This design comes from an exercise in tuning for small area and a short achievable clock period on the open sky130 flow, not from production work.
Where RTL was checked, it was by simulation tests only, not by an equivalence proof against the original.
Function not checked in runs 1 to 6: the RTL went through the layout flow alone.
No activity file was given, so power comes from the tool's default toggle rates.

[flow/design.v]
module sirv_gnrl_dffl # (
  parameter DW = 32
)(
  input lden,
  input [DW-1:0] dnxt,
  output [DW-1:0] qout,
  input clk
);
reg [DW-1:0] qout_r;
always @(posedge clk) begin: DFFL_PROC
  if (lden == 1'b1)
    qout_r <= dnxt;
end
assign qout = qout_r;
endmodule
module e203_exu_alu_dpath(
  input alu_req_alu,
  input alu_req_alu_add,
  input alu_req_alu_sub,
  input alu_req_alu_xor,
  input alu_req_alu_sll,
  input alu_req_alu_srl,
  input alu_req_alu_sra,
  input alu_req_alu_or,
  input alu_req_alu_and,
  input alu_req_alu_slt,
  input alu_req_alu_sltu,
  input alu_req_alu_lui,
  input [32-1:0] alu_req_alu_op1,
  input [32-1:0] alu_req_alu_op2,
  output [32-1:0] alu_req_alu_res,
  input bjp_req_alu,
  input [32-1:0] bjp_req_alu_op1,
  input [32-1:0] bjp_req_alu_op2,
  input bjp_req_alu_cmp_eq,
  input bjp_req_alu_cmp_ne,
  input bjp_req_alu_cmp_lt,
  input bjp_req_alu_cmp_gt,
  input bjp_req_alu_cmp_ltu,
  input bjp_req_alu_cmp_gtu,
  input bjp_req_alu_add,
  output bjp_req_alu_cmp_res,
  output [32-1:0] bjp_req_alu_add_res,
  input agu_req_alu,
  input [32-1:0] agu_req_alu_op1,
  input [32-1:0] agu_req_alu_op2,
  input agu_req_alu_swap,
  input agu_req_alu_add,
  input agu_req_alu_and,
  input agu_req_alu_or,
  input agu_req_alu_xor,
  input agu_req_alu_max,
  input agu_req_alu_min,
  input agu_req_alu_maxu,
  input agu_req_alu_minu,
  output [32-1:0] agu_req_alu_res,
  input agu_sbf_0_ena,
  input [32-1:0] agu_sbf_0_nxt,
  output [32-1:0] agu_sbf_0_r,
  input agu_sbf_1_ena,
  input [32-1:0] agu_sbf_1_nxt,
  output [32-1:0] agu_sbf_1_r,
  input clk,
  input rst_n
);
localparam W = 32;
wire alu = alu_req_alu;
wire bjp = bjp_req_alu;
wire agu = agu_req_alu;
wire op_sub = (alu & (alu_req_alu_sub | alu_req_alu_slt | alu_req_alu_sltu))
            | (bjp & ~bjp_req_alu_add)
            | (agu & (agu_req_alu_max | agu_req_alu_min | agu_req_alu_maxu | agu_req_alu_minu));
wire e_c = (alu & (alu_req_alu_add | alu_req_alu_sub | alu_req_alu_lui))
         | (bjp & bjp_req_alu_add)
         | (agu & (agu_req_alu_add | agu_req_alu_swap));
wire op_or  = (alu & alu_req_alu_or)  | (agu & agu_req_alu_or);
wire op_and = (alu & alu_req_alu_and) | (agu & agu_req_alu_and);
wire op_xor = (alu & alu_req_alu_xor) | (agu & agu_req_alu_xor);
wire e_g = op_or | op_and;
wire e_p = ~(e_c | op_or | op_xor);
wire op_unsigned = (alu & alu_req_alu_sltu)
                 | (bjp & (bjp_req_alu_cmp_ltu | bjp_req_alu_cmp_gtu))
                 | (agu & (agu_req_alu_maxu | agu_req_alu_minu));
wire op_slt  = alu & (alu_req_alu_slt | alu_req_alu_sltu);
wire op_maxs = agu & (agu_req_alu_max | agu_req_alu_maxu);
wire op_mins = agu & (agu_req_alu_min | agu_req_alu_minu);
wire a_alu = alu & ~alu_req_alu_lui;
wire a_agu = agu & ~agu_req_alu_swap;
wire [W-1:0] a = ({W{a_alu}} & alu_req_alu_op1) | ({W{bjp}} & bjp_req_alu_op1) | ({W{a_agu}} & agu_req_alu_op1);
wire [W-1:0] b = ({W{alu}} & alu_req_alu_op2) | ({W{bjp}} & bjp_req_alu_op2) | ({W{agu}} & agu_req_alu_op2);
wire [W-1:0] bx = b ^ {W{op_sub}};
wire [W-1:0] p  = a ^ bx;
wire [W-1:0] g  = a & bx;
wire [W-1:0] G0 = {g[W-1:1], g[0] | (p[0] & op_sub)};
wire [W-1:0] P0 = p;
wire [W-1:0] Gout;
genvar lv, i;
wire pg_g0_1 = G0[1] | (P0[1] & G0[0]);
wire pg_g0_3 = G0[3] | (P0[3] & G0[2]);
wire pg_p0_3 = P0[3] & P0[2];
wire pg_g0_5 = G0[5] | (P0[5] & G0[4]);
wire pg_p0_5 = P0[5] & P0[4];
wire pg_g0_7 = G0[7] | (P0[7] & G0[6]);
wire pg_p0_7 = P0[7] & P0[6];
wire pg_g0_9 = G0[9] | (P0[9] & G0[8]);
wire pg_p0_9 = P0[9] & P0[8];
wire pg_g0_11 = G0[11] | (P0[11] & G0[10]);
wire pg_p0_11 = P0[11] & P0[10];
wire pg_g0_13 = G0[13] | (P0[13] & G0[12]);
wire pg_p0_13 = P0[13] & P0[12];
wire pg_g0_15 = G0[15] | (P0[15] & G0[14]);
wire pg_p0_15 = P0[15] & P0[14];
wire pg_g0_17 = G0[17] | (P0[17] & G0[16]);
wire pg_p0_17 = P0[17] & P0[16];
wire pg_g0_19 = G0[19] | (P0[19] & G0[18]);
wire pg_p0_19 = P0[19] & P0[18];
wire pg_g0_21 = G0[21] | (P0[21] & G0[20]);
wire pg_p0_21 = P0[21] & P0[20];
wire pg_g0_23 = G0[23] | (P0[23] & G0[22]);
wire pg_p0_23 = P0[23] & P0[22];
wire pg_g0_25 = G0[25] | (P0[25] & G0[24]);
wire pg_p0_25 = P0[25] & P0[24];
wire pg_g0_27 = G0[27] | (P0[27] & G0[26]);
wire pg_p0_27 = P0[27] & P0[26];
wire pg_g0_29 = G0[29] | (P0[29] & G0[28]);
wire pg_p0_29 = P0[29] & P0[28];
wire pg_g0_31 = G0[31] | (P0[31] & G0[30]);
wire pg_p0_31 = P0[31] & P0[30];
wire pg_g1_3 = pg_g0_3 | (pg_p0_3 & pg_g0_1);
wire pg_g1_7 = pg_g0_7 | (pg_p0_7 & pg_g0_5);
wire pg_p1_7 = pg_p0_7 & pg_p0_5;
wire pg_g1_11 = pg_g0_11 | (pg_p0_11 & pg_g0_9);
wire pg_p1_11 = pg_p0_11 & pg_p0_9;
wire pg_g1_15 = pg_g0_15 | (pg_p0_15 & pg_g0_13);
wire pg_p1_15 = pg_p0_15 & pg_p0_13;
wire pg_g1_19 = pg_g0_19 | (pg_p0_19 & pg_g0_17);
wire pg_p1_19 = pg_p0_19 & pg_p0_17;
wire pg_g1_23 = pg_g0_23 | (pg_p0_23 & pg_g0_21);
wire pg_p1_23 = pg_p0_23 & pg_p0_21;
wire pg_g1_27 = pg_g0_27 | (pg_p0_27 & pg_g0_25);
wire pg_p1_27 = pg_p0_27 & pg_p0_25;
wire pg_g1_31 = pg_g0_31 | (pg_p0_31 & pg_g0_29);
wire pg_p1_31 = pg_p0_31 & pg_p0_29;
wire pg_g2_7 = pg_g1_7 | (pg_p1_7 & pg_g1_3);
wire pg_g2_15 = pg_g1_15 | (pg_p1_15 & pg_g1_11);
wire pg_p2_15 = pg_p1_15 & pg_p1_11;
wire pg_g2_23 = pg_g1_23 | (pg_p1_23 & pg_g1_19);
wire pg_p2_23 = pg_p1_23 & pg_p1_19;
wire pg_g2_31 = pg_g1_31 | (pg_p1_31 & pg_g1_27);
wire pg_p2_31 = pg_p1_31 & pg_p1_27;
wire pg_g3_15 = pg_g2_15 | (pg_p2_15 & pg_g2_7);
wire pg_g3_31 = pg_g2_31 | (pg_p2_31 & pg_g2_23);
wire pg_p3_31 = pg_p2_31 & pg_p2_23;
wire pg_g4_31 = pg_g3_31 | (pg_p3_31 & pg_g3_15);
wire pg_g5_23 = pg_g2_23 | (pg_p2_23 & pg_g3_15);
wire pg_g6_11 = pg_g1_11 | (pg_p1_11 & pg_g2_7);
wire pg_g6_19 = pg_g1_19 | (pg_p1_19 & pg_g3_15);
wire pg_g6_27 = pg_g1_27 | (pg_p1_27 & pg_g5_23);
wire pg_g7_5 = pg_g0_5 | (pg_p0_5 & pg_g1_3);
wire pg_g7_9 = pg_g0_9 | (pg_p0_9 & pg_g2_7);
wire pg_g7_13 = pg_g0_13 | (pg_p0_13 & pg_g6_11);
wire pg_g7_17 = pg_g0_17 | (pg_p0_17 & pg_g3_15);
wire pg_g7_21 = pg_g0_21 | (pg_p0_21 & pg_g6_19);
wire pg_g7_25 = pg_g0_25 | (pg_p0_25 & pg_g5_23);
wire pg_g7_29 = pg_g0_29 | (pg_p0_29 & pg_g6_27);
wire pg_g8_2 = G0[2] | (P0[2] & pg_g0_1);
wire pg_g8_4 = G0[4] | (P0[4] & pg_g1_3);
wire pg_g8_6 = G0[6] | (P0[6] & pg_g7_5);
wire pg_g8_8 = G0[8] | (P0[8] & pg_g2_7);
wire pg_g8_10 = G0[10] | (P0[10] & pg_g7_9);
wire pg_g8_12 = G0[12] | (P0[12] & pg_g6_11);
wire pg_g8_14 = G0[14] | (P0[14] & pg_g7_13);
wire pg_g8_16 = G0[16] | (P0[16] & pg_g3_15);
wire pg_g8_18 = G0[18] | (P0[18] & pg_g7_17);
wire pg_g8_20 = G0[20] | (P0[20] & pg_g6_19);
wire pg_g8_22 = G0[22] | (P0[22] & pg_g7_21);
wire pg_g8_24 = G0[24] | (P0[24] & pg_g5_23);
wire pg_g8_26 = G0[26] | (P0[26] & pg_g7_25);
wire pg_g8_28 = G0[28] | (P0[28] & pg_g6_27);
wire pg_g8_30 = G0[30] | (P0[30] & pg_g7_29);
assign Gout[0] = G0[0];
assign Gout[1] = pg_g0_1;
assign Gout[2] = pg_g8_2;
assign Gout[3] = pg_g1_3;
assign Gout[4] = pg_g8_4;
assign Gout[5] = pg_g7_5;
assign Gout[6] = pg_g8_6;
assign Gout[7] = pg_g2_7;
assign Gout[8] = pg_g8_8;
assign Gout[9] = pg_g7_9;
assign Gout[10] = pg_g8_10;
assign Gout[11] = pg_g6_11;
assign Gout[12] = pg_g8_12;
assign Gout[13] = pg_g7_13;
assign Gout[14] = pg_g8_14;
assign Gout[15] = pg_g3_15;
assign Gout[16] = pg_g8_16;
assign Gout[17] = pg_g7_17;
assign Gout[18] = pg_g8_18;
assign Gout[19] = pg_g6_19;
assign Gout[20] = pg_g8_20;
assign Gout[21] = pg_g7_21;
assign Gout[22] = pg_g8_22;
assign Gout[23] = pg_g5_23;
assign Gout[24] = pg_g8_24;
assign Gout[25] = pg_g7_25;
assign Gout[26] = pg_g8_26;
assign Gout[27] = pg_g6_27;
assign Gout[28] = pg_g8_28;
assign Gout[29] = pg_g7_29;
assign Gout[30] = pg_g8_30;
assign Gout[31] = pg_g4_31;
wire [W:0] c = {Gout, op_sub};
wire [W-1:0] x = (c[W-1:0] & {W{e_c}}) | (g & {W{e_g}}) | (p & {W{e_p}});
wire [W-1:0] sum_res = p ^ x;
wire ult = ~c[W];
wire lt  = ult ^ (~op_unsigned & (a[W-1] ^ b[W-1]));
wire eq  = &p;
assign bjp_req_alu_cmp_res = (bjp_req_alu_cmp_eq & eq)
                           | (bjp_req_alu_cmp_ne & ~eq)
                           | ((bjp_req_alu_cmp_lt | bjp_req_alu_cmp_ltu) & lt)
                           | ((bjp_req_alu_cmp_gt | bjp_req_alu_cmp_gtu) & ~lt);
wire sel_a = (op_maxs & ~lt) | (op_mins & lt);
wire sel_b = (op_maxs & lt) | (op_mins & ~lt);
wire [W-1:0] mm_res = (a & {W{sel_a}}) | (b & {W{sel_b}});
wire [4:0] sh = alu_req_alu_op2[4:0];
wire op_sll = alu & alu_req_alu_sll;
wire op_shift = alu & (alu_req_alu_sll | alu_req_alu_srl | alu_req_alu_sra);
wire [4:0] rot = op_sll ? (5'd0 - sh) : sh;   
wire [W-1:0] rl [0:5];
assign rl[0] = alu_req_alu_op1;
generate
  for (lv = 0; lv < 5; lv = lv + 1) begin : g_rot
    assign rl[lv+1] = rot[lv] ? {rl[lv][(1<<lv)-1:0], rl[lv][W-1:(1<<lv)]} : rl[lv];
  end
endgenerate
wire [W-1:0] shmask;
generate
  for (i = 0; i < W; i = i + 1) begin : g_mask
    assign shmask[i] = op_shift & (op_sll ? (sh <= i) : ((W - 1 - i) >= sh));
  end
endgenerate
wire fill = alu & alu_req_alu_sra & alu_req_alu_op1[W-1];
wire [W-1:0] sh_res = (rl[5] & shmask) | ({W{fill}} & ~shmask);
assign alu_req_alu_res     = sum_res | sh_res | {{W-1{1'b0}}, op_slt & lt};
assign agu_req_alu_res     = sum_res | mm_res;
assign bjp_req_alu_add_res = sum_res;
sirv_gnrl_dffl #(W) sbf_0_dffl(agu_sbf_0_ena, agu_sbf_0_nxt, agu_sbf_0_r, clk);
sirv_gnrl_dffl #(W) sbf_1_dffl(agu_sbf_1_ena, agu_sbf_1_nxt, agu_sbf_1_r, clk);
endmodule
[flow/flow/run.sh]
#!/bin/bash
# Layout flow: the standard flow (standard.sh) with two changes:
#  - synthesis is the standard script (synth_recipe.tcl: same passes, flatten,
#    renames) except that ABC maps the logic with flow/abc.script;
#  - every port gets a buffer (as standard), but the plain buf_1 rather than
#    the delay cell buffer_ports picks by default.
set -euo pipefail
HERE=$(pwd)
export BUFFER_PORTS_ARGS="-buffer_cell sky130_fd_sc_hd__buf_1"
export MY_ABC_SCRIPT="$HERE/flow/abc.script"
make -C "$FLOW_HOME" DESIGN_CONFIG="$HERE/config.mk" WORK_HOME="$HERE/orfs" CLKGATE_MAP_FILE= \
  SYNTH_SCRIPT="$HERE/flow/synth.tcl" synth > "$HERE/synth_make.log" 2>&1
bash standard.sh > "$HERE/standard_flow.log" 2>&1
[flow/flow/abc.script]
strash
dch
map
buffer
upsize
dnsize
[flow/flow/synth.tcl]
# synth_recipe.tcl, with ABC's mapping script replaced by MY_ABC_SCRIPT.
proc synth {args} { yosys synth -nofsm -noshare {*}$args }
proc abc {args} {
  set i [lsearch -exact $args -script]
  if {$i >= 0 && [info exists ::env(MY_ABC_SCRIPT)]} { lset args [expr {$i + 1}] $::env(MY_ABC_SCRIPT) }
  puts "abc (own script): $args"
  yosys abc {*}$args
}
source $::env(SCRIPTS_DIR)/synth.tcl
# left out here: clear keep_hierarchy, flatten, clean up, hide names made inside functions, write 1_2_yosys.v
[flow/standard.sh]
#!/bin/bash
# synth_recipe.tcl (not shown) runs the flow's synth.tcl, then flattens the netlist and writes it again
# the make line also repeats each setting of config.mk as NAME=value (left out here)
make -C /OpenROAD-flow-scripts/flow DESIGN_CONFIG=/design/flow/config.mk WORK_HOME=/design/flow/orfs CLKGATE_MAP_FILE= SYNTH_SCRIPT=/design/flow/synth_recipe.tcl "${@:-finish}"
[flow/config.mk]
export PLATFORM = sky130hd
export DESIGN_NAME = e203_exu_alu_dpath
export DESIGN_NICKNAME = e203_exu_alu_dpath
export VERILOG_FILES = /design/flow/design.v
export SDC_FILE = /design/flow/constraint.sdc
export NUM_CORES = 4
export LEC_CHECK = 0
export CAP_MARGIN = 20
export CORE_MARGIN = 2
export CORE_UTILIZATION = 40
export SETUP_SLACK_MARGIN = 0.8
export SLEW_MARGIN = 20
[flow/constraint.sdc]
create_clock -name core_clock -period 8.5 [get_ports {clk}]
set_input_delay 1.7000 -clock core_clock [delete_from_list [all_inputs] [get_ports {clk}]]
set_output_delay 1.7000 -clock core_clock [all_outputs]
set_load 0.01 [all_outputs]
==> metrics.yaml, run 1 <==
power_and_ir_drop:
  power_density_nw_per_um2: 186
  sw_frac_of_total_pct: 51.0
  p_sw_mw: 1.05
  clockPowerShare_pct: 17.5
  power.total_mw: 2.06
  leakagePower_nw: 4.65
  ir_drop_mv: 0.0866
  power_frac_seq_pct: 18.5
  p_int_mw: 1.01
  combPwrFrac_pct: 64.0
setup_path:
  startpoint_type: "input pin"
  critPathBufInv: 6
  crit_slowest_cell: "ha_1"
  crit_path_cell_trace: "clkbuf_2 -> buf_4 -> inv_1 -> nor2_2 -> buf_4 -> a22oi_1 -> o21ai_0 -> ha_1 -> a21oi_1 -> o21ai_0 -> a21oi_1 -> o21ai_0 -> a21oi_1 -> nand2_1 -> nand2_1 -> nand2_1 -> o21ai_2 -> buf_4 -> a221o_1 -> buf_1"
  path_class: "in2out"
  cp.arrival_ns: 5.81
  critical_path.top_delay_family: "compound AO/OA/AOI/OAI gates"
  required_ns: 6.80
  crit_fanout: 31
  end_kind: "output port"
  max_stage_delay_ns: 0.41
cells_and_area:
  final_core_util_pct: 51.2
  drive_above_1_share_pct: 5.60
  n_antenna_cell: 0
  layout.nets: 2053
  areaGrowthSynthToFinish_pct: 26.6
  fin_area_um2: 11100
  fillers: 2355
place:
  placed_area_um2: 10800
  gp_congestion: 1.06
  io_buffer_count: 449
  hpwl_um: 36300
clock_tree:
  cts_tree: "yes"
  root_buffer: "clkbuf_16"
  cts_buffers: 9
  cts_buffer_depth: 2
  cts_sinks: 64
  cts_max_level: 3
  postCtsSetupRepairBufs: 0
  path_clk_slew_ns: 0.06
min_path:
  holdPathEnd: "sbf_1_dffl.qout_r[14]$_DFFE_PP_"
  min_path_type: "in2reg"
  holdPathStages: 1
  min_from: "agu_sbf_1_nxt[14]"
global_routing:
  first_global_vias: 10500
  grt_pass1_wl_um: 64500
  grt_max_degree: 40
  antenna_found_initial: 1
  grt_usage_pct: 36.2
  overflow: 0
die:
  rows: 54
  dieArea_um2: 23100
  io_pins: 451
  die_width_um: 152
  coreArea_um2: 21700
  die_h_um: 152
  start_util_pct: 40.5
timing:
  rsz0062_at_grt: "no"
  hold_viol_final: 0
  maxSlewHeadroom_pct: 42.3
  finalCritPeriodShare_pct: 88.3
  maxSlewViolCount: 0
  fmax_mhz: 133
  worst_pin_slew_ns: 0.865
  setup_tns_ns: 0
  setup_viol_count_final: 0
  period_minus_slack_ns: 7.51
flow_run:
  cap_violations: 0
routing:
  drc: 0
  wl_per_cell_um: 21.9
  firstDrtPassIters: 8
  routed_wl_um: 44000
  drtIter0Drc: 1410
  vias: 11700
  viasPerCell: 5.83
  ant_nets: 0
synth:
  synth_top_flop_cell: "edfxtp_1"
  syn_nets: 1637
  synth_area_um2: 8770
  ys_types: 45
  syn_inst: 1310
  ys_async_sr_fraction_pct: 0
  synth-edff-count: 64
  yosysWarningCount: 2
  ys_ff_latch: 64
  avgSynthCellArea_um2: 6.70
  ys_seq_area_share_pct: 21.9
status:
  status: "timing/DRC/antenna clean"
[cell usage after synthesis, drive strengths merged, types with 4 or more instances]
cell type / count / share of area (%)
mux2i: 44 / 5.0
inv: 118 / 5.0
o221ai: 7 / 0.70
o21ai: 135 / 7.7
nand3b: 8 / 0.68
or2: 30 / 2.1
a211oi: 8 / 0.68
o21a: 13 / 1.1
o2111ai: 8 / 0.80
buf: 21 / 1.2
a21oi: 71 / 4.1
nor2: 74 / 3.2
o211ai: 23 / 2.0
a22oi: 104 / 8.9
nor3: 11 / 0.63
a221o: 6 / 0.68
o311ai: 4 / 0.40
o21bai: 8 / 0.77
nand4: 7 / 0.50
nand3: 61 / 3.6
xor2: 44 / 4.4
nand2: 312 / 13
a221oi: 6 / 0.60
edfxtp: 64 / 22
clkbuf: 56 / 2.4
ha: 37 / 5.3
a31oi: 12 / 0.86
[registers in the layout, summed over array words and instances (netlist names)]
register	cells
sbf_0_dffl.qout_r	32
sbf_1_dffl.qout_r	32
[placed cells by master, fill, tap and decap left out, types with 3 or more instances in the layout]
| cell type | netlist | routed |
|---|---|---|
| buf_1 | 7 | 445 |
| inv_1 | 118 | 118 |
| a21oi_1 | 71 | 69 |
| clkbuf_16 | 0 | 9 |
| o22ai_1 | 3 | 3 |
| o211ai_1 | 23 | 23 |
| ha_1 | 37 | 37 |
| nor3_1 | 11 | 11 |
| a211oi_1 | 8 | 8 |
| nor2_1 | 74 | 72 |
| a22oi_1 | 104 | 104 |
| nand4_1 | 7 | 7 |
| nand3_1 | 59 | 59 |
| o221ai_1 | 7 | 7 |
| o21ai_0 | 133 | 132 |
| a221oi_1 | 6 | 6 |
| nand3b_1 | 8 | 8 |
| o21bai_1 | 6 | 6 |
| o2111ai_1 | 8 | 8 |
| o311ai_0 | 4 | 4 |
| edfxtp_1 | 64 | 64 |
| clkinv_1 | 2 | 3 |
| nand2_1 | 312 | 311 |
| buf_4 | 2 | 32 |
| xor2_1 | 44 | 42 |
| mux2i_1 | 44 | 44 |
| a221o_1 | 6 | 6 |
| a31oi_1 | 12 | 11 |
| clkbuf_2 | 0 | 3 |
| o21a_1 | 13 | 13 |
| or2_2 | 30 | 30 |
| o31ai_1 | 3 | 3 |
[what timing repair did]
action / 4_1_cts / 5_1_grt
hold buffers: 0 / 0
resized for setup: 0 / 9
setup endpoints to repair: 0 / 40
[power by group through the flow]
stage	Sequential (mW)	Clock, mW	Combinational, mW
after floorplan	0.402	0	0.730
after global placement	0.387	0	1.27
after detailed placement	0.389	0	1.27
after CTS	0.382	0.368	1.28
after global routing	0.384	0.382	1.41
final	0.382	0.361	1.32
[worst max path at each step]
stage	start	to	slack, ns	depth (start not counted)
6_report	agu_req_alu	agu_req_alu_res[3]	0.99	20
3_3_place_gp	bjp_req_alu	alu_req_alu_res[10]	1.10	18
4_1_cts	bjp_req_alu	alu_req_alu_res[10]	1.02	18
5_1_grt	agu_req_alu	agu_req_alu_res[3]	0.79	20
3_5_place_dp	bjp_req_alu	alu_req_alu_res[10]	1.05	18
2_1_floorplan	alu_req_alu	agu_req_alu_res[24]	2.13	18
[cell type report]
| cell class | count | area (um^2) | share of cell area (%) |
|---|---|---|---|
| Clock buffer | 9 | 225 | 2.03 |
| Clock inverter | 7 | 71.3 | 0.642 |
| Inverter | 120 | 450 | 4.05 |
| Multi-Input combinational cell | 1049 | 6140 | 55.3 |
| Sequential cell | 64 | 1920 | 17.3 |
| Tap cell | 280 | 350 | 3.15 |
| Timing Repair Buffer | 482 | 1940 | 17.5 |
[kinds of logic after synthesis]
kind of cell	synth area share (%)
buffers and inverters	8.69
flip-flops	21.9
multiplexers	5.02
adder cells (fa/ha/maj)	5.28
XOR/XNOR	4.49
AO/OA/AOI/OAI	30.4
AND/OR/NAND/NOR	24.2
[per-layer routing]
| layer | up-vias | global-route usage, % | wire length (um) |
|---|---|---|---|
| li1 | 5479 | - | - |
| met1 | 5410 | 49.4 | 17800 |
| met2 | 726 | 57.9 | 19800 |
| met3 | 102 | 7.84 | 4870 |
| met4 | 2 | 10.2 | 1510 |
| met5 | - | 0 | 19 |
[through the flow]
step | hold WS, ns | worst slack [ns] | cells
2_1_floorplan | 1.80 | 2.13 | 1310
3_3_place_gp | 1.87 | 1.10 | 1995
3_5_place_dp | 1.87 | 1.05 | 1995
4_1_cts | 1.52 | 1.02 | 2011
5_1_grt | 1.52 | 0.794 | 2011
6_report | 1.53 | 0.993 | 2011
==> inputs of run 2 (changes only) <==
--- a/flow/config.mk
+++ b/flow/config.mk
@@ -8,5 +8,5 @@
 export CAP_MARGIN = 20
 export CORE_MARGIN = 2
 export CORE_UTILIZATION = 40
-export SETUP_SLACK_MARGIN = 0.8
+export SETUP_SLACK_MARGIN = 1.2
 export SLEW_MARGIN = 20
==> run 2 against run 1 <==
Compared with the run above:
- first-iteration DRC count rose by 1.6%
- clock power about the same
- via count grew 0.20%
- maximum frequency up 5.7%
- die area unchanged
- cell count is essentially flat
- wire length fell by 0.21%
- sequential share of layout area shrank 0.15 points
- final area rose by 0.89%
- worst setup slack better by 0.40 ns
- combinational power barely moved
- core utilization grew 0.46 points
- highest routed layer unchanged
==> metrics.yaml, run 2 <==
status:
  status: "timing/DRC/antenna clean"
clock_tree:
  cts_max_level: 3
  cts_hold_buffers: 0
  root_buffer: "clkbuf_16"
  path_clk_slew_ns: 0.06
  cts_buffer_depth: 2
  cts_buffers: 9
  cts_tree: "yes"
  cts_sinks: 64
synth:
  ys_ff_latch: 64
  ys_seq_area_share_pct: 21.9
  ys_async_sr_fraction_pct: 0
  ys_types: 45
  yosys.area.top_type: "edfxtp_1"
  synth-edff-count: 64
  yosysWarningCount: 2
  synthTopCellsByCount: "nand2_1 (312), o21ai_0 (133), inv_1 (118)"
  syn_inst: 1310
  yosysTopAreaCellShare_pct: 21.9
  syn_nets: 1637
  synth_top_flop_cell: "edfxtp_1"
  synth.most_common_cell: "nand2_1"
  yosys-top-cells-area: "edfxtp_1 (22%), nand2_1 (13%), a22oi_1 (8.9%)"
  avgSynthCellArea_um2: 6.70
  synth_area_um2: 8770
die:
  start_util_pct: 40.5
  die_width_um: 152
  rows: 54
  die_h_um: 152
  dieArea_um2: 23100
  io_pins: 451
  coreArea_um2: 21700
routing:
  ant_nets: 0
  routed_wl_um: 43900
  wl_per_cell_um: 21.8
  viasPerCell: 5.83
  vias: 11700
  drtIter0Drc: 1433
  drc: 0
  firstDrtPassIters: 7
global_routing:
  grt_pass1_wl_um: 64500
  overflow: 0
  grt_max_degree: 40
  first_global_vias: 10500
  grt_usage_pct: 36.2
  antenna_found_initial: 1
place:
  dp_cells: 1995
  io_buffer_count: 449
  hpwl_um: 36300
  gp_congestion: 1.06
power_and_ir_drop:
  p_int_mw: 1.02
  p_sw_mw: 1.06
  ir_drop_mv: 0.0868
  combPwrFrac_pct: 64.3
  sw_frac_of_total_pct: 50.8
  leakagePower_nw: 4.69
  clockPowerShare_pct: 17.4
  power_density_nw_per_um2: 186
  power_frac_seq_pct: 18.4
timing:
  rsz0062_at_grt: "no"
  worst_pin_slew_ns: 0.867
  fmax_mhz: 141
  maxSlewHeadroom_pct: 42.1
  setup_tns_ns: 0
  finalCritPeriodShare_pct: 83.6
  hold_viol_final: 0
  setup_viol_count_final: 0
  period_minus_slack_ns: 7.10
  timing.hold.ws_ns: 1.53
  maxSlewViolCount: 0
setup_path:
  crit_fanout: 21
  required_ns: 6.80
  path_class: "in2out"
  startpoint_type: "input pin"
  cp.arrival_ns: 5.40
  end_kind: "output port"
min_path:
  min_path_type: "in2reg"
flow_run:
  cap_violations: 0
cells_and_area:
  most-common-layout-cells: "buf_1 (443), nand2_1 (311), o21ai_0 (126), inv_1 (118), a22oi_1 (103)"
  drive_above_1_share_pct: 6.35
  layout.nets: 2055
  fin_cells: 2013
  layout_commonest_cell: "buf_1"
  areaGrowthSynthToFinish_pct: 27.7
  top_regs: "sbf_0_dffl.qout_r: 32 flops, sbf_1_dffl.qout_r: 32 flops"
  n_antenna_cell: 0
## run 2: path summary, 6_finish.rpt
path / end / depth (start not counted) / start
worst max-delay path: agu_req_alu_res[3] / 18 / alu_req_alu_op2[3]
worst min-delay path: sbf_1_dffl.qout_r[12]$_DFFE_PP_ / 1 / agu_sbf_1_nxt[12]
## run 2: power groups by stage
stage	registers, mW	logic, mW	clock network, mW
2_1_floorplan	0.402	0.730	0
3_3_place_gp	0.387	1.27	0
3_5_place_dp	0.389	1.27	0
4_1_cts	0.382	1.28	0.368
5_1_grt	0.384	1.43	0.382
6_report	0.382	1.34	0.361
## run 2: cells by family after synthesis
family / Yosys count / share of synthesized area, %
and+or+nand+nor: 505 / 24.2
AOI/OAI and AO/OA: 418 / 30.4
muxes: 44 / 5.02
xor gates and xnor gates: 45 / 4.49
adders and majority gates: 37 / 5.28
DFF: 64 / 21.9
buffers and inverters: 197 / 8.69
## run 2: critical path, stage by stage
cell	delay, ns
buf_1	0.35
clkinvlp_4	0.36
o21ai_1	0.39
xor2_1	0.13
ha_1	0.35
inv_1	0.06
o21ai_0	0.26
o21bai_2	0.21
a21boi_4	0.10
o21bai_4	0.19
nand3_2	0.12
nand2_1	0.11
nand2_1	0.07
nand2_1	0.13
o21ai_2	0.08
buf_6	0.18
a221o_1	0.42
buf_1	0.17
## run 2: final cells by class
type,count,area (um^2)
fillers,2340,10500
multi-input cells,1049,6200
repair buffers,484,1990
flip-flops and latches,64,1920
inverters,120,454
well taps,280,350
clock buffers,9,225
clock inverters,7,71.3
## run 2: repair_timing
action,4_1_cts,5_1_grt
setup buffers,0,2
pin swaps,0,3
gates resized for setup,6,29
setup endpoints to repair,45,64
gates cloned,0,0
## run 2: layer usage
metal	global-route usage (%)	routed length, um
met1	49.5	17900
met2	58.0	19700
met3	7.64	4800
met4	10.0	1450
met5	0	19
## run 2: stage by stage
stage	utilization (%)	power [mW]	instance area [um^2]	setup slack (ns)
after floorplan	-	1.13	8770	2.13
after global placement	49.7	1.66	10800	1.10
after detailed placement	49.7	1.66	10800	1.05
after CTS	51.2	2.03	11100	1.21
after global routing	51.7	2.20	11200	1.19
final	51.7	2.08	11200	1.40
==> inputs of run 3 (changes only) <==
--- a/flow/config.mk
+++ b/flow/config.mk
@@ -8,5 +8,5 @@
 export CAP_MARGIN = 20
 export CORE_MARGIN = 2
 export CORE_UTILIZATION = 40
-export SETUP_SLACK_MARGIN = 1.2
+export SETUP_SLACK_MARGIN = 1.6
 export SLEW_MARGIN = 20
==> run 3 against run 2 <==
Compared with the run above:
- synthesized cell count unchanged
- final area increased by 6.1%
- non-clock buffer count rose by 16
- still clean on timing, DRC and antenna
- largest cell class unchanged
- power up 6.2%
- area after synthesis is the same
- via count is 2.0% higher
- sequential power barely moved
- critical path type unchanged
- die area unchanged
- cell count is 0.89% higher
- critical path depth increased by 3
- maximum frequency grew 3.6%
==> metrics.yaml, run 3 <==
die:
  dieArea_um2: 23100
  coreArea_um2: 21700
  die_h_um: 152
  io_pins: 451
  rows: 54
  die_width_um: 152
  start_util_pct: 40.5
routing:
  drtIter0Drc: 1497
  firstDrtPassIters: 6
  wl_met1_um: 18300
  viasPerCell: 5.90
  vias: 12000
  wl_met2_um: 20900
  drc: 0
  highest_layer: "met4"
  routed_wl_um: 45300
  wl_met3_um: 4960
  ant_nets: 0
  wl_per_cell_um: 22.3
cells_and_area:
  layout_commonest_cell: "buf_1"
  top_regs: "sbf_0_dffl.qout_r: 32 flops, sbf_1_dffl.qout_r: 32 flops"
  n_antenna_cell: 0
  fin_area_um2: 11900
  most-common-layout-cells: "buf_1 (429), nand2_1 (299), inv_1 (112), o21ai_0 (112), a22oi_1 (92)"
  final_core_util_pct: 54.8
  drive_above_1_share_pct: 12.1
  areaGrowthSynthToFinish_pct: 35.5
  fillers: 2278
  layout.nets: 2073
min_path:
  holdPathStages: 1
  min_from: "agu_sbf_1_nxt[12]"
  min_path_type: "in2reg"
  holdPathEnd: "sbf_1_dffl.qout_r[12]$_DFFE_PP_"
timing:
  maxSlewHeadroom_pct: 45.7
  fmax_mhz: 146
  timing.hold.ws_ns: 1.53
  worst_pin_slew_ns: 0.812
  period_minus_slack_ns: 6.85
  setup_viol_count_final: 0
  maxSlewViolCount: 0
  hold_viol_final: 0
  finalCritPeriodShare_pct: 80.6
  rsz0062_at_grt: "no"
  setup_tns_ns: 0
setup_path:
  crit_fanout: 29
  cp_common_cell: "buf_12"
  critPathBufInv: 8
  critical_path.top_delay_family: "buffers and inverters"
  max_stage_delay_ns: 0.38
  required_ns: 6.80
  crit_path_cell_trace: "clkbuf_4 -> inv_1 -> buf_6 -> nor2_4 -> buf_12 -> a22oi_2 -> nand2_2 -> ha_4 -> inv_1 -> nor3_4 -> nand4_1 -> o21bai_4 -> nand3_2 -> nand2_1 -> nand2_1 -> nand2_2 -> o21ai_4 -> buf_12 -> buf_12 -> a221o_1 -> clkbuf_2"
  end_kind: "output port"
  startpoint_type: "input pin"
  cp.arrival_ns: 5.15
  crit_slowest_cell: "a221o_1"
  path_class: "in2out"
synth:
  yosys.area.top_type: "edfxtp_1"
  synth-edff-count: 64
  ys_async_sr_fraction_pct: 0
  synth_top_flop_cell: "edfxtp_1"
  ys_ff_latch: 64
  yosys-top-cells-area: "edfxtp_1 (22%), nand2_1 (13%), a22oi_1 (8.9%)"
  avgSynthCellArea_um2: 6.70
  synth_area_um2: 8770
  syn_inst: 1310
  syn_nets: 1637
  ys_seq_area_share_pct: 21.9
  synthTopCellsByCount: "nand2_1 (312), o21ai_0 (133), inv_1 (118)"
  yosysWarningCount: 2
  synth.most_common_cell: "nand2_1"
  ys_types: 45
  yosysTopAreaCellShare_pct: 21.9
clock_tree:
  root_buffer: "clkbuf_16"
  cts_sinks: 64
  cts_buffer_depth: 2
  cts_buffers: 9
  cts_tree: "yes"
  cts_max_level: 3
  cts_hold_buffers: 0
  path_clk_slew_ns: 0.06
place:
  io_buffer_count: 449
  hpwl_um: 36300
  gp_congestion: 1.06
  placed_area_um2: 10800
flow_run:
  cap_violations: 0
global_routing:
  grt_usage_pct: 36.5
  grt_pass1_wl_um: 65200
  grt_max_degree: 40
  first_global_vias: 10600
  antenna_found_initial: 0
  overflow: 0
power_and_ir_drop:
  sw_frac_of_total_pct: 50.3
  power_frac_seq_pct: 17.3
  power_density_nw_per_um2: 186
  p_sw_mw: 1.11
  power.total_mw: 2.21
  ir_drop_mv: 0.0859
  combPwrFrac_pct: 66.4
  clockPowerShare_pct: 16.4
  leakagePower_nw: 4.87
  p_int_mw: 1.10
status:
  status: "timing/DRC/antenna clean"
[run 3: area by class of cell]
type	instances	area [um^2]	share of cell area (%)
clock buffers	9	225	1.89
clock inverters	7	71.3	0.600
inverters	120	470	3.96
multi-input cells	1050	6590	55.4
flip-flops and latches	64	1920	16.2
well taps	280	350	2.95
repair buffers	500	2250	19.0
repair inverters	1	5.00	0.0421
[run 3: worst max path at each step]
stage                start                   to  slack, ns  cells after the start
2_1_floorplan  alu_req_alu  agu_req_alu_res[24]       2.13                     18
3_3_place_gp   bjp_req_alu  alu_req_alu_res[10]       1.10                     18
3_5_place_dp   bjp_req_alu  alu_req_alu_res[10]       1.05                     18
4_1_cts        alu_req_alu  agu_req_alu_res[21]       1.58                     22
5_1_grt        alu_req_alu   agu_req_alu_res[3]       1.55                     21
6_report       alu_req_alu   agu_req_alu_res[3]       1.65                     21
[run 3: stage by stage]
step	instances	setup WS (ns)
floorplan	1310	2.13
global placement	1995	1.10
detailed placement	1995	1.05
CTS	2015	1.58
global route	2031	1.55
finish	2031	1.65
[run 3: logic make-up after synthesis]
logic type / Yosys count / synth area share (%)
compound gates: 418 / 30.4
xor+xnor: 45 / 4.49
simple gates: 505 / 24.2
flops: 64 / 21.9
buf+inv: 197 / 8.69
mux: 44 / 5.02
fa+ha+maj: 37 / 5.28
[run 3: power groups by stage]
stage	Sequential [mW]	Combinational (mW)	Clock (mW)
2_1_floorplan	0.402	0.730	0
3_3_place_gp	0.387	1.27	0
3_5_place_dp	0.389	1.27	0
4_1_cts	0.382	1.31	0.368
5_1_grt	0.384	1.55	0.382
6_report	0.382	1.47	0.362
[run 3: routing by layer]
layer  vias to the layer above  track usage, %
met2                       728            58.8
met4                         0            9.92
met5                         -               0
li1                       5526               -
met3                        68            8.59
met1                      5651            49.2
[run 3: what timing repair did]
item,in CTS,in global routing
gates resized for setup,48,117
cloned,1,3
pin swaps,3,26
buffers inserted,3,13
endpoints found under the setup margin,80,80
==> inputs of run 4 (changes only) <==
--- a/flow/config.mk
+++ b/flow/config.mk
@@ -7,6 +7,6 @@
 export LEC_CHECK = 0
 export CAP_MARGIN = 20
 export CORE_MARGIN = 2
-export CORE_UTILIZATION = 40
-export SETUP_SLACK_MARGIN = 1.6
+export CORE_UTILIZATION = 60
+export SETUP_SLACK_MARGIN = 0.8
 export SLEW_MARGIN = 20
==> run 4 against run 3 <==
Compared with the run above:
- area after synthesis did not move
- synthesized cell count unchanged
- the flow now stops in 3_2_place_iop
==> metrics.yaml, run 4 <==
status:
  status: "stopped before the end"
  stop_stage: "3_2_place_iop"
  tool.error: "[ERROR PPL-0024] Number of IO pins (451) exceeds maximum number of available positions (444). Increase the die perimeter from 499.68um to 613.36um."
synth:
  synth-edff-count: 64
  syn_nets: 1637
  synth_top_family_by_area: "compound AO/OA/AOI/OAI gates"
  syn_inst: 1310
  ys_seq_area_share_pct: 21.9
  yosys.area.top_type: "edfxtp_1"
  ys_ff_latch: 64
  synthTopCellsByCount: "nand2_1 (312), o21ai_0 (133), inv_1 (118)"
  ys_async_sr_fraction_pct: 0
  yosysWarningCount: 2
  muxShareOfSynthArea_pct: 5.02
  synth_compound_area_share_pct: 30.4
  synth_top_flop_cell: "edfxtp_1"
  synth-simple-area-share_pct: 24.2
  yosysTopAreaCellShare_pct: 21.9
  synth_area_um2: 8770
  yosys-top-cells-area: "edfxtp_1 (22%), nand2_1 (13%), a22oi_1 (8.9%)"
  synth.most_common_cell: "nand2_1"
  synth_xor_area_share_pct: 4.49
  avgSynthCellArea_um2: 6.70
  ys_types: 45
  synth-adder-area-share_pct: 5.28
die:
  die_h_um: 125
  die_width_um: 125
  start_util_pct: 60.8
  rows: 44
## run 4: cell counts after synthesis
Identical to the previous run, type by type.
## run 4: logic make-up after synthesis
group	after synthesis
multiplexers	44
AO/OA/AOI/OAI	418
AND/OR/NAND/NOR	505
XOR/XNOR	45
adder cells (fa/ha/maj)	37
buffers and inverters	197
flip-flops	64
==> inputs of run 5 (changes only) <==
--- a/flow/config.mk
+++ b/flow/config.mk
@@ -7,6 +7,7 @@
 export LEC_CHECK = 0
 export CAP_MARGIN = 20
 export CORE_MARGIN = 2
-export CORE_UTILIZATION = 60
-export SETUP_SLACK_MARGIN = 0.8
+export CORE_UTILIZATION = 40
+export CTS_BUF_LIST = sky130_fd_sc_hd__clkbuf_8
+export SETUP_SLACK_MARGIN = 1.2
 export SLEW_MARGIN = 20
==> run 5 against run 4 <==
Compared with the run above:
- area after synthesis unchanged
- the run now finishes clean
- synthesized cell count unchanged
==> metrics.yaml, run 5 <==
cells_and_area:
  top_regs: "sbf_0_dffl.qout_r: 32 flops, sbf_1_dffl.qout_r: 32 flops"
  layout_commonest_cell: "buf_1"
  areaGrowthSynthToFinish_pct: 26.6
  n_antenna_cell: 0
  drive_above_1_share_pct: 6.35
  layout.nets: 2055
  most-common-layout-cells: "buf_1 (443), nand2_1 (311), o21ai_0 (126), inv_1 (118), a22oi_1 (103)"
setup_path:
  startpoint_type: "input pin"
  critPathCapture: "agu_req_alu_res[3]"
  path_class: "in2out"
  crit_fanout: 21
  critPathBufInv: 5
  cp.arrival_ns: 5.41
  end_kind: "output port"
  critical_path.top_delay_family: "compound AO/OA/AOI/OAI gates"
  cp_common_cell: "nand2_1"
  crit_slowest_cell: "a221o_1"
  max_stage_delay_ns: 0.43
  required_ns: 6.80
  crit_cells: 18
  startpoint: "alu_req_alu_op2[3]"
  crit_path_cell_trace: "buf_1 -> clkinvlp_4 -> o21ai_1 -> xor2_1 -> ha_1 -> inv_1 -> o21ai_0 -> o21bai_2 -> a21boi_4 -> o21bai_4 -> nand3_2 -> nand2_1 -> nand2_1 -> nand2_1 -> o21ai_2 -> buf_6 -> a221o_1 -> buf_1"
die:
  dieArea_um2: 23100
  coreArea_um2: 21700
  die_width_um: 152
  die_h_um: 152
  rows: 54
  io_pins: 451
  start_util_pct: 40.5
timing:
  maxSlewHeadroom_pct: 40.6
  worst_pin_slew_ns: 0.890
  setup_tns_ns: 0
  rsz0062_at_grt: "no"
  period_minus_slack_ns: 7.11
  maxSlewViolCount: 0
  fmax_mhz: 141
  finalCritPeriodShare_pct: 83.7
  setup_viol_count_final: 0
  hold_viol_final: 0
global_routing:
  first_global_vias: 10500
  antenna_found_initial: 1
  grt_max_degree: 40
  grt_usage_pct: 36.2
  overflow: 0
  grt_pass1_wl_um: 64600
routing:
  drc: 0
  routed_wl_um: 44200
  wl_per_cell_um: 21.9
  firstDrtPassIters: 6
  drtIter0Drc: 1566
  ant_nets: 0
  viasPerCell: 5.87
  vias: 11800
clock_tree:
  cts_buffers: 9
  cts_max_level: 3
  path_clk_slew_ns: 0.08
  cts_tree: "yes"
  cts_sinks: 64
  cts_buffer_depth: 2
  root_buffer: "clkbuf_8"
synth:
  ys_async_sr_fraction_pct: 0
  muxShareOfSynthArea_pct: 5.02
  synth-simple-area-share_pct: 24.2
  synthTopCellsByCount: "nand2_1 (312), o21ai_0 (133), inv_1 (118)"
  yosys-top-cells-area: "edfxtp_1 (22%), nand2_1 (13%), a22oi_1 (8.9%)"
  synth-edff-count: 64
  ys_ff_latch: 64
  synth_top_family_by_area: "compound AO/OA/AOI/OAI gates"
  yosysWarningCount: 2
  synth.most_common_cell: "nand2_1"
  synth_area_um2: 8770
  syn_inst: 1310
  avgSynthCellArea_um2: 6.70
  syn_nets: 1637
  synth_compound_area_share_pct: 30.4
  yosys.area.top_type: "edfxtp_1"
  synth-adder-area-share_pct: 5.28
  yosysTopAreaCellShare_pct: 21.9
  ys_types: 45
  synth_xor_area_share_pct: 4.49
  synth_top_flop_cell: "edfxtp_1"
  ys_seq_area_share_pct: 21.9
place:
  io_buffer_count: 449
  hpwl_um: 36300
  gp_congestion: 1.06
min_path:
  holdPathStages: 1
  min_path_type: "in2reg"
power_and_ir_drop:
  power_density_nw_per_um2: 179
  leakagePower_nw: 4.64
  power.total_mw: 1.98
  ir_drop_mv: 0.0869
flow_run:
  cap_violations: 0
status:
  status: "timing/DRC/antenna clean"
## run 5: cell counts after synthesis
No cell type changed its count.
## run 5: worst min-delay path by stage
stage | from | to | slack, ns
2_1_floorplan | agu_sbf_0_nxt[0] | sbf_0_dffl.qout_r[0]$_DFFE_PP_ | 1.80
3_3_place_gp | agu_sbf_0_nxt[5] | sbf_0_dffl.qout_r[5]$_DFFE_PP_ | 1.87
3_5_place_dp | agu_sbf_0_nxt[15] | sbf_0_dffl.qout_r[15]$_DFFE_PP_ | 1.87
4_1_cts | agu_sbf_1_nxt[12] | sbf_1_dffl.qout_r[12]$_DFFE_PP_ | 1.50
5_1_grt | agu_sbf_1_nxt[14] | sbf_1_dffl.qout_r[14]$_DFFE_PP_ | 1.49
6_report | agu_sbf_1_nxt[12] | sbf_1_dffl.qout_r[12]$_DFFE_PP_ | 1.51
## run 5: where the power goes
part	internal, mW	switching [mW]
logic	0.422	0.921
clock network	0.135	0.123
registers	0.375	0.00684
total	0.932	1.05
## run 5: cell families (layout without fill, tap and decap cells)
logic type,after synthesis,count (layout)
AO/OA/AOI/OAI,418,418
AND/OR/NAND/NOR,505,505
buffers and inverters,197,620
adder cells (fa/ha/maj),37,37
XOR/XNOR,45,45
flip-flops,64,64
multiplexers,44,44
## run 5: area by class of cell
type	count	area, um^2
clock buffers	9	124
clock inverters	7	71.3
fillers	2355	10600
inverters	120	454
multi-input cells	1049	6200
flip-flops and latches	64	1920
well taps	280	350
repair buffers	484	1990
## run 5: per-layer routing
layer | global-route usage (%) | wire (um) | up-vias
met3 | 7.33 | 4960 | 86
met2 | 58.2 | 20100 | 762
met1 | 49.6 | 17800 | 5492
met5 | 0 | 12 | -
li1 | - | - | 5480
met4 | 10.3 | 1360 | 2
## run 5: per-stage QoR
step,hold slack [ns],cells,cell area [um^2],util (%),worst slack [ns]
2_1_floorplan,1.80,1310,8770,-,2.13
3_3_place_gp,1.87,1995,10800,49.7,1.10
3_5_place_dp,1.87,1995,10800,49.7,1.05
4_1_cts,1.50,2011,11000,50.7,1.21
5_1_grt,1.49,2013,11100,51.2,1.19
6_report,1.51,2013,11100,51.2,1.39
## run 5: repair_timing
| action | in CTS | in global routing |
|---|---|---|
| gates resized for setup | 6 | 29 |
| hold buffers | 0 | 0 |
| endpoints found under the hold margin | 0 | 0 |
| setup endpoints to repair | 45 | 64 |
| pin swaps | 0 | 3 |
| setup buffers | 0 | 2 |
==> inputs of run 6 (changes only) <==
==> flow/flow/run.sh (replaced) <==
#!/bin/bash
# Layout flow: the standard flow (standard.sh) with two changes:
#  - synthesis is the standard script (synth_recipe.tcl: same passes, then
#    flatten and renames) except for the ABC mapping scripts (see synth.tcl);
#  - every port gets a buffer, as standard, but the plain buf_1 rather than
#    the delay cell buffer_ports picks by default.
set -euo pipefail
HERE=$(pwd)
export BUFFER_PORTS_ARGS="-buffer_cell sky130_fd_sc_hd__buf_1"
export MY_ABC_SCRIPT="$HERE/flow/abc.script"
if [[ -f "$HERE/flow/abc_sh.script" ]]; then
  export MY_ABC_SCRIPT_SH="$HERE/flow/abc_sh.script"
  export SYNTH_KEEP_MODULES="e203_alu_shifter"
fi
make -C "$FLOW_HOME" DESIGN_CONFIG="$HERE/config.mk" WORK_HOME="$HERE/orfs" CLKGATE_MAP_FILE= \
  SYNTH_SCRIPT="$HERE/flow/synth.tcl" synth > "$HERE/synth_make.log" 2>&1
unset SYNTH_KEEP_MODULES MY_ABC_SCRIPT MY_ABC_SCRIPT_SH
bash standard.sh > "$HERE/standard_flow.log" 2>&1
==> flow/flow/abc.script (replaced) <==
strash
&get -n
&fraig -x
&put
scorr
dc2
strash
&get -n
&dch -f
&nf -R 1000
&put
buffer
upsize
dnsize
==> flow/flow/synth.tcl (replaced) <==
# synth_recipe.tcl, with ABC's mapping script replaced: flow/abc.script for the
# top module and, when the design keeps a shifter module apart
# (SYNTH_KEEP_MODULES), flow/abc_sh.script for that module. Everything is
# flattened at the end exactly as synth_recipe.tcl does.
proc synth {args} { yosys synth -nofsm -noshare {*}$args }
proc abc {args} {
  set i [lsearch -exact $args -script]
  set top $args
  lset top [expr {$i + 1}] $::env(MY_ABC_SCRIPT)
  if {[info exists ::env(MY_ABC_SCRIPT_SH)] && [info exists ::env(SYNTH_KEEP_MODULES)]} {
    set sh $args
    lset sh [expr {$i + 1}] $::env(MY_ABC_SCRIPT_SH)
    foreach m $::env(SYNTH_KEEP_MODULES) { yosys abc {*}$sh $m }
    yosys abc {*}$top $::env(DESIGN_NAME)
  } else {
    yosys abc {*}$top
  }
}
source $::env(SCRIPTS_DIR)/synth.tcl
# left out here: clear keep_hierarchy, flatten, clean up, hide names made inside functions, write 1_2_yosys.v
--- a/flow/config.mk
+++ b/flow/config.mk
@@ -8,6 +8,5 @@
 export CAP_MARGIN = 20
 export CORE_MARGIN = 2
 export CORE_UTILIZATION = 40
-export CTS_BUF_LIST = sky130_fd_sc_hd__clkbuf_8
 export SETUP_SLACK_MARGIN = 1.2
 export SLEW_MARGIN = 20
==> run 6 against run 5 <==
Compared with the run above:
- critical path depth grew 6
- wire length grew 5.8%
- worst setup slack lost 0.87 ns
- core utilization grew 12 points
- sequential power is essentially flat
- clock power grew 32%
- count of clock-buffer cells in the layout is the same
- critical path type unchanged
- hold slack gained 0.014 ns
- die area shrank 8.8%
- global-route usage grew 4.0 points
- combinational power grew about 30%
- power grew 24%
==> metrics.yaml, run 6 <==
synth:
  avgSynthCellArea_um2: 7.60
  syn_nets: 1378
  syn_inst: 1051
  yosysWarningCount: 2
  ys_ff_latch: 64
  yosysTopAreaCellShare_pct: 24.1
  ys_async_sr_fraction_pct: 0
  yosys.area.top_type: "edfxtp_1"
  synth_area_um2: 7980
  ys_seq_area_share_pct: 24.1
  synth.most_common_cell: "o21ai_0"
  synthTopCellsByCount: "o21ai_0 (139), a21oi_1 (126), nor2_1 (102)"
  synth_top_flop_cell: "edfxtp_1"
  ys_types: 58
  yosys-top-cells-area: "edfxtp_1 (24%), a222oi_1 (8.9%), o21ai_0 (8.7%)"
  synth-edff-count: 64
min_path:
  holdPathEnd: "sbf_1_dffl.qout_r[28]$_DFFE_PP_"
  min_path_type: "in2reg"
  holdPathStages: 1
  min_from: "agu_sbf_1_nxt[28]"
power_and_ir_drop:
  power_density_nw_per_um2: 198
  leakagePower_nw: 4.95
  power.total_mw: 2.46
  ir_drop_mv: 0.127
clock_tree:
  cts_buffer_depth: 2
  cts_sinks: 64
  root_buffer: "clkbuf_16"
  cts_tree: "yes"
  cts_buffers: 9
  path_clk_slew_ns: 0.06
  cts_max_level: 3
global_routing:
  overflow: 0
  grt_pass1_wl_um: 65100
  antenna_found_initial: 5
  grt_usage_pct: 40.2
  first_global_vias: 10500
  grt_max_degree: 47
die:
  rows: 51
  dieArea_um2: 21100
  io_pins: 451
  die_h_um: 145
  start_util_pct: 40.9
  coreArea_um2: 19500
  die_width_um: 145
setup_path:
  startpoint_type: "input pin"
  end_kind: "output port"
  path_class: "in2out"
  startpoint: "agu_req_alu"
  required_ns: 6.80
  cp.arrival_ns: 6.28
  crit_fanout: 19
timing:
  rsz0062_at_grt: "yes"
  timing.hold.ws_ns: 1.53
  period_minus_slack_ns: 7.98
  fmax_mhz: 125
  setup_viol_count_final: 0
  finalCritPeriodShare_pct: 93.9
  worst_pin_slew_ns: 1.27
  maxSlewViolCount: 0
  setup_ws_ns: 0.515
  setup_tns_ns: 0
  hold_viol_final: 0
  maxSlewHeadroom_pct: 14.7
place:
  pre_cts_ws_ns: 0.202
  io_buffer_count: 449
  gp_congestion: 1.03
  hpwl_um: 34400
cells_and_area:
  most-common-layout-cells: "buf_1 (383), nor2_1 (99), buf_4 (99), nand2_1 (97), a21oi_1 (86)"
  drive_above_1_share_pct: 23.9
  layout.nets: 1889
  areaGrowthSynthToFinish_pct: 55.3
  layout_commonest_cell: "buf_1"
  fillers: 1765
  top_regs: "sbf_0_dffl.qout_r: 32 flops, sbf_1_dffl.qout_r: 32 flops"
routing:
  firstDrtPassIters: 13
  wl_met2_um: 20900
  ant_nets: 0
  wl_met1_um: 18000
  drc: 0
  viasPerCell: 6.33
  wl_per_cell_um: 25.5
  drtIter0Drc: 1849
  routed_wl_um: 46700
  vias: 11600
  highest_layer: "met5"
  wl_met3_um: 5800
status:
  status: "timing/DRC/antenna clean"
flow_run:
  cap_violations: 0
-- run 6: changes by cell type in the layout (fill, tap and decap cells not counted), sizes merged, moves of 24 or more --
cell	change
a21oi	+56
nor2	+28
mux2	+28
buf	+82
nand2	-214
or2	-24
inv	-80
a222oi	+71
a22oi	-93
-- run 6: worst max-delay path by stage --
stage	to	slack, ns	cells past startpoint
after floorplan	agu_req_alu_res[24]	1.14	22
after global placement	agu_req_alu_res[7]	0.27	23
after detailed placement	agu_req_alu_res[18]	0.20	21
after CTS	agu_req_alu_res[7]	0.75	24
after global routing	alu_req_alu_res[29]	0.40	26
final	alu_req_alu_res[29]	0.52	24
-- run 6: metal layers --
| metal | vias to the layer above | global-route usage [%] |
|---|---|---|
| met5 | - | 0 |
| met3 | 152 | 10.3 |
| met4 | 4 | 11.3 |
| li1 | 5094 | - |
| met2 | 947 | 65.4 |
| met1 | 5419 | 52.9 |
-- run 6: critical path, stage by stage --
cell and delay (ns):
clkbuf_16 0.12, nor2b_4 0.38, buf_4 0.20, buf_4 0.25
nand2_1 0.09, nand2_1 0.24, ha_1 0.36, nand4_1 0.21
nor2_2 0.07, a2111oi_4 0.24, nor2_2 0.09, a2111oi_4 0.26
o21ai_2 0.14, a21oi_2 0.15, o21ai_2 0.09, and2_4 0.17
inv_4 0.06, o22ai_4 0.06, buf_4 0.17, a222oi_1 0.41
nand3_1 0.23, o21ai_4 0.18, a211o_1 0.21, clkbuf_2 0.16
-- run 6: report_power, final --
part           internal, mW  total [mW]  switching, mW  leakage (nW)
Clock                 0.197       0.340          0.143         0.131
Sequential            0.375       0.382        0.00670         0.626
Combinational         0.698        1.74           1.04          4.19
Total                  1.27        2.46           1.19          4.95
-- run 6: area by class of cell --
class / count / area [um^2] / area share [%]
timing repair buffer: 579 / 3200 / 25.8
antenna: 2 / 5.00 / 0.0404
clock buffer: 9 / 225 / 1.82
multi-input combinational: 870 / 6510 / 52.5
tap: 265 / 332 / 2.67
inverter: 38 / 158 / 1.27
clock inverter: 7 / 46.3 / 0.373
sequential: 64 / 1920 / 15.5
-- run 6: per-stage QoR --
stage | instances | util, % | instance area (um^2)
final | 1834 | 63.5 | 12400
after global routing | 1832 | 63.5 | 12400
after CTS | 1792 | 59.9 | 11700
after detailed placement | 1730 | 52.8 | 10300
after global placement | 1730 | 52.8 | 10300
after floorplan | 1051 | - | 8260
-- run 6: cell families (layout without fill, tap and decap cells) --
kind of cell,after synthesis,after routing,synth area share (%)
AOI/OAI and AO/OA,419,419,34.0
xor gates and xnor gates,36,36,3.95
adders and majority gates,37,37,5.80
buffers and inverters,120,633,5.82
DFF,64,64,24.1
muxes,76,79,9.92
other,0,2,0
and+or+nand+nor,299,299,16.4
-- run 6: timing repair --
item | CTS | global route
endpoints found under the setup margin | 70 | 75
cloned | 6 | 2
setup buffers | 40 | 38
pin swaps | 42 | 21
endpoints found under the hold margin | 0 | 0
hold buffers | 0 | 0
gates resized for setup | 173 | 101
==> inputs of run 7 (changes only) <==
--- a/flow/design.v
+++ b/flow/design.v
@@ -224,27 +224,38 @@
 wire sel_b = (op_maxs & lt) | (op_mins & ~lt);
 wire [W-1:0] mm_res = (a & {W{sel_a}}) | (b & {W{sel_b}});
 wire [4:0] sh = alu_req_alu_op2[4:0];
-wire op_sll = alu & alu_req_alu_sll;
-wire op_shift = alu & (alu_req_alu_sll | alu_req_alu_srl | alu_req_alu_sra);
-wire [4:0] rot = op_sll ? (5'd0 - sh) : sh;   
-wire [W-1:0] rl [0:5];
-assign rl[0] = alu_req_alu_op1;
-generate
-  for (lv = 0; lv < 5; lv = lv + 1) begin : g_rot
-    assign rl[lv+1] = rot[lv] ? {rl[lv][(1<<lv)-1:0], rl[lv][W-1:(1<<lv)]} : rl[lv];
-  end
-endgenerate
-wire [W-1:0] shmask;
-generate
-  for (i = 0; i < W; i = i + 1) begin : g_mask
-    assign shmask[i] = op_shift & (op_sll ? (sh <= i) : ((W - 1 - i) >= sh));
-  end
-endgenerate
-wire fill = alu & alu_req_alu_sra & alu_req_alu_op1[W-1];
-wire [W-1:0] sh_res = (rl[5] & shmask) | ({W{fill}} & ~shmask);
+wire [W-1:0] sh_res;
+e203_alu_shifter u_sh(.alu(alu), .sll(alu_req_alu_sll), .srl(alu_req_alu_srl), .sra(alu_req_alu_sra),
+                      .a(alu_req_alu_op1), .sh(sh), .sh_res(sh_res));
 assign alu_req_alu_res     = sum_res | sh_res | {{W-1{1'b0}}, op_slt & lt};
 assign agu_req_alu_res     = sum_res | mm_res;
 assign bjp_req_alu_add_res = sum_res;
 sirv_gnrl_dffl #(W) sbf_0_dffl(agu_sbf_0_ena, agu_sbf_0_nxt, agu_sbf_0_r, clk);
 sirv_gnrl_dffl #(W) sbf_1_dffl(agu_sbf_1_ena, agu_sbf_1_nxt, agu_sbf_1_r, clk);
 endmodule
+module e203_alu_shifter(
+  input alu, input sll, input srl, input sra,
+  input [31:0] a, input [4:0] sh,
+  output [31:0] sh_res
+);
+localparam W = 32;
+genvar lv, i;
+wire op_sll = alu & sll;
+wire op_shift = alu & (sll | srl | sra);
+wire op_right = alu & (srl | sra);
+wire fill = alu & sra & a[W-1];
+wire [W-1:0] shin;
+generate for (i = 0; i < W; i = i + 1) begin : g_rin
+  assign shin[i] = op_right ? a[W-1-i] : a[i];
+end endgenerate
+wire [W-1:0] sl [0:5];
+assign sl[0] = shin;
+generate
+  for (lv = 0; lv < 5; lv = lv + 1) begin : g_sl
+    assign sl[lv+1] = sh[lv] ? {sl[lv][W-1-(1<<lv):0], {(1<<lv){fill}}} : sl[lv];
+  end
+endgenerate
+generate for (i = 0; i < W; i = i + 1) begin : g_rout
+  assign sh_res[i] = op_shift & (op_right ? sl[5][W-1-i] : sl[5][i]);
+end endgenerate
+endmodule
==> flow/flow/abc.script (replaced) <==
strash
dch
map
buffer
upsize
dnsize
==> flow/flow/abc_sh.script (new file) <==
strash
&get -n
&fraig -x
&put
scorr
dc2
strash
&get -n
&dch -f
&nf -R 1000
&put
buffer
upsize
dnsize
==> run 7 against run 6 <==
Compared with the run above:
- sequential power about the same
- power shrank 20%
- via count shrank 5.6%
- maximum frequency rose by 12%
==> metrics.yaml, run 7 <==
synth:
  yosys-top-cells-area: "edfxtp_1 (23%), nand2_1 (13%), o21ai_0 (6.9%)"
  yosysTopAreaCellShare_pct: 22.7
  ys_types: 62
  avgSynthCellArea_um2: 6.83
  synth_top_flop_cell: "edfxtp_1"
  synth.most_common_cell: "nand2_1"
  ys_seq_area_share_pct: 22.7
  yosysWarningCount: 2
  syn_nets: 1559
  ys_async_sr_fraction_pct: 0
  synth-edff-count: 64
  yosys.area.top_type: "edfxtp_1"
  syn_inst: 1237
  synthTopCellsByCount: "nand2_1 (293), nor2_1 (132), o21ai_0 (117)"
  ys_ff_latch: 64
  synth_area_um2: 8450
global_routing:
  grt_max_degree: 54
  antenna_found_initial: 0
  first_global_vias: 9877
  grt_usage_pct: 35.1
  overflow: 0
  grt_pass1_wl_um: 59100
power_and_ir_drop:
  power_density_nw_per_um2: 183
  p_int_mw: 0.998
  power_frac_seq_pct: 19.4
  power.total_mw: 1.97
  p_sw_mw: 0.971
  leakagePower_nw: 4.37
  ir_drop_mv: 0.113
  combPwrFrac_pct: 62.6
  clockPowerShare_pct: 17.9
  sw_frac_of_total_pct: 49.3
timing:
  period_minus_slack_ns: 7.11
  fmax_mhz: 141
  rsz0062_at_grt: "no"
  setup_ws_ns: 1.39
  timing.hold.ws_ns: 1.54
  hold_viol_final: 0
  maxSlewHeadroom_pct: 34.2
  worst_pin_slew_ns: 0.987
  setup_tns_ns: 0
  maxSlewViolCount: 0
  setup_viol_count_final: 0
  finalCritPeriodShare_pct: 83.7
die:
  rows: 53
  die_h_um: 149
  dieArea_um2: 22300
  io_pins: 451
  coreArea_um2: 20900
  die_width_um: 149
  start_util_pct: 40.5
status:
  status: "timing/DRC/antenna clean"
clock_tree:
  cts_max_level: 3
  cts_buffers: 9
  cts_buffer_depth: 2
  cts_hold_buffers: 0
  cts_sinks: 64
  root_buffer: "clkbuf_16"
  path_clk_slew_ns: 0.05
  cts_tree: "yes"
routing:
  viasPerCell: 5.69
  routed_wl_um: 41300
  ant_nets: 0
  firstDrtPassIters: 5
  wl_per_cell_um: 21.4
  drtIter0Drc: 1121
  drc: 0
  vias: 11000
cells_and_area:
  fillers: 2215
  areaGrowthSynthToFinish_pct: 27.3
  most-common-layout-cells: "buf_1 (444), nand2_1 (291), nor2_1 (129), o21ai_0 (117), a21oi_1 (84)"
  n_antenna_cell: 0
  drive_above_1_share_pct: 6.72
  fin_cells: 1927
  layout_commonest_cell: "buf_1"
  top_regs: "sbf_0_dffl.qout_r: 32 flops, sbf_1_dffl.qout_r: 32 flops"
  layout.nets: 1970
setup_path:
  end_kind: "output port"
  cp.arrival_ns: 5.41
  startpoint: "alu_req_alu"
  crit_fanout: 32
  required_ns: 6.80
  startpoint_type: "input pin"
  critPathCapture: "agu_req_alu_res[23]"
  path_class: "in2out"
place:
  hpwl_um: 33600
  gp_congestion: 0.989
  pre_cts_ws_ns: 0.695
  dp_cells: 1909
  io_buffer_count: 449
flow_run:
  cap_violations: 0
min_path:
  min_path_type: "in2reg"
-- run 7: cell count changes in the layout (fill, tap and decap cells not counted), moves of 35 or more --
| cell | delta |
|---|---|
| a222oi_1 | -71 |
| a22oi_1 | +58 |
| buf_1 | +61 |
| buf_2 | -35 |
| buf_4 | -81 |
| inv_1 | +37 |
| nand2_1 | +194 |
| o21ai_0 | +37 |
-- run 7: final cells by class --
class | count | area, um^2 | area share [%]
Clock inverter | 5 | 58.8 | 0.546
Sequential cell | 64 | 1920 | 17.9
Inverter | 75 | 282 | 2.62
Timing Repair Buffer | 474 | 1920 | 17.9
Multi-Input combinational cell | 1024 | 6000 | 55.8
Clock buffer | 10 | 229 | 2.13
Tap cell | 275 | 344 | 3.20
-- run 7: repair_timing --
item                                   4_1_cts  5_1_grt
gates cloned                                 2        0
pin swaps                                    1        1
gates resized for setup                      6       18
setup buffers                                0        1
endpoints found under the hold margin        0        0
setup endpoints to repair                   46       69
-- run 7: per-stage QoR --
step | util [%] | cell area [um^2]
2_1_floorplan | - | 8450
3_3_place_gp | 49.5 | 10300
3_5_place_dp | 49.5 | 10300
4_1_cts | 51.1 | 10700
5_1_grt | 51.5 | 10800
6_report | 51.5 | 10800
-- run 7: kinds of logic (layout without fill, tap and decap cells) --
family,Yosys count,in the layout,synth area share [%]
and+or+nand+nor,529,529,26.4
AOI/OAI and AO/OA,374,376,28.8
buffers and inverters,151,564,7.49
DFF,64,64,22.7
muxes,48,48,5.77
xor gates and xnor gates,39,39,4.04
adders and majority gates,32,32,4.74
-- run 7: how the worst min path moves through the flow --
stage | startpoint | to | slack, ns | depth (start not counted)
2_1_floorplan | agu_sbf_0_nxt[0] | sbf_0_dffl.qout_r[0]$_DFFE_PP_ | 1.80 | 0
5_1_grt | agu_sbf_0_nxt[21] | sbf_0_dffl.qout_r[21]$_DFFE_PP_ | 1.52 | 1
6_report | agu_sbf_0_nxt[19] | sbf_0_dffl.qout_r[19]$_DFFE_PP_ | 1.54 | 1
3_5_place_dp | agu_sbf_0_nxt[12] | sbf_0_dffl.qout_r[12]$_DFFE_PP_ | 1.87 | 1
4_1_cts | agu_sbf_0_nxt[26] | sbf_0_dffl.qout_r[26]$_DFFE_PP_ | 1.53 | 1
3_3_place_gp | agu_sbf_0_nxt[19] | sbf_0_dffl.qout_r[19]$_DFFE_PP_ | 1.87 | 1
-- run 7: power by group through the flow --
stage | clock [mW] | combinational [mW] | sequential, mW
6_report | 0.353 | 1.23 | 0.383
5_1_grt | 0.376 | 1.33 | 0.385
4_1_cts | 0.361 | 1.21 | 0.383
3_5_place_dp | 0 | 1.18 | 0.389
3_3_place_gp | 0 | 1.18 | 0.388
2_1_floorplan | 0 | 0.705 | 0.402
-- run 7: worst max-delay path, stage by stage --
cell and delay (ns):
clkbuf_2 0.15, inv_1 0.13, nor2_2 0.04, buf_4 0.19
buf_6 0.18, a22oi_1 0.22, nand2_1 0.25, ha_1 0.46
inv_1 0.06, nor2_1 0.19, nand3_1 0.12, nor2_1 0.34
nand3_2 0.17, nand3_1 0.13, nand2_2 0.15, o21ai_4 0.18
buf_12 0.24, nand2_1 0.08, o2111ai_1 0.16, buf_1 0.23
-- run 7: per-layer routing --
metal  vias up  part of all wire [%]  wire [um]  GRT usage (%)
met4         0                   2.1        855           7.29
met2       599                    48      19900           59.7
li1       5174                     -          -              -
met3        55                   8.6       3560           6.64
met5         -                     0          0              0
met1      5138                    41      17000           46.4
-- run 7: Yosys stat by module (local to each module, per instance) --
module              cells  times used  flip-flops and latches  area [um^2]
e203_exu_alu_dpath    803           1                      64         6170
e203_alu_shifter      434           1                       0         2290

## afterwards: timing with drivers on the ports
The results above use ideal ports. As a check the final layouts listed here were re-extracted and re-timed, cells and wires unchanged.
Step 1 (the two cells are an assumption about what drives the block):
set clk [get_ports {clk}]
set_driving_cell -lib_cell sky130_fd_sc_hd__clkbuf_16 $clk
set_driving_cell -lib_cell sky130_fd_sc_hd__buf_2 [delete_from_list [all_inputs] $clk]
Step 2 also shifts input and output timing later by t, the mid clock arrival at the registers, as if the neighbouring blocks saw the same clock.
Slacks: ideal / step 1 / step 2; pairs: ideal / step 1.
| run | t, ns | setup WS [ns] | slew at the worst register clock pin (ns) |
|---|---|---|---|
| run 1 | 0.364 | 0.993 / 0.968 / 0.968 | 0.06 / 0.06 |
| run 2 | 0.363 | 1.396 / 1.372 / 1.372 | 0.06 / 0.06 |
| run 3 | 0.362 | 1.645 / 1.621 / 1.621 | 0.06 / 0.06 |
| run 5 | 0.373 | 1.389 / 1.365 / 1.365 | 0.08 / 0.08 |
| run 6 | 0.370 | 0.515 / 0.443 / 0.443 | 0.06 / 0.06 |
| run 7 | 0.357 | 1.389 / 1.369 / 1.369 | 0.05 / 0.05 |
After both steps every run listed still meets setup and hold. The setup slack of run 6, which loses most, moves by -0.072 ns with the drivers and by -0.072 ns with both steps.
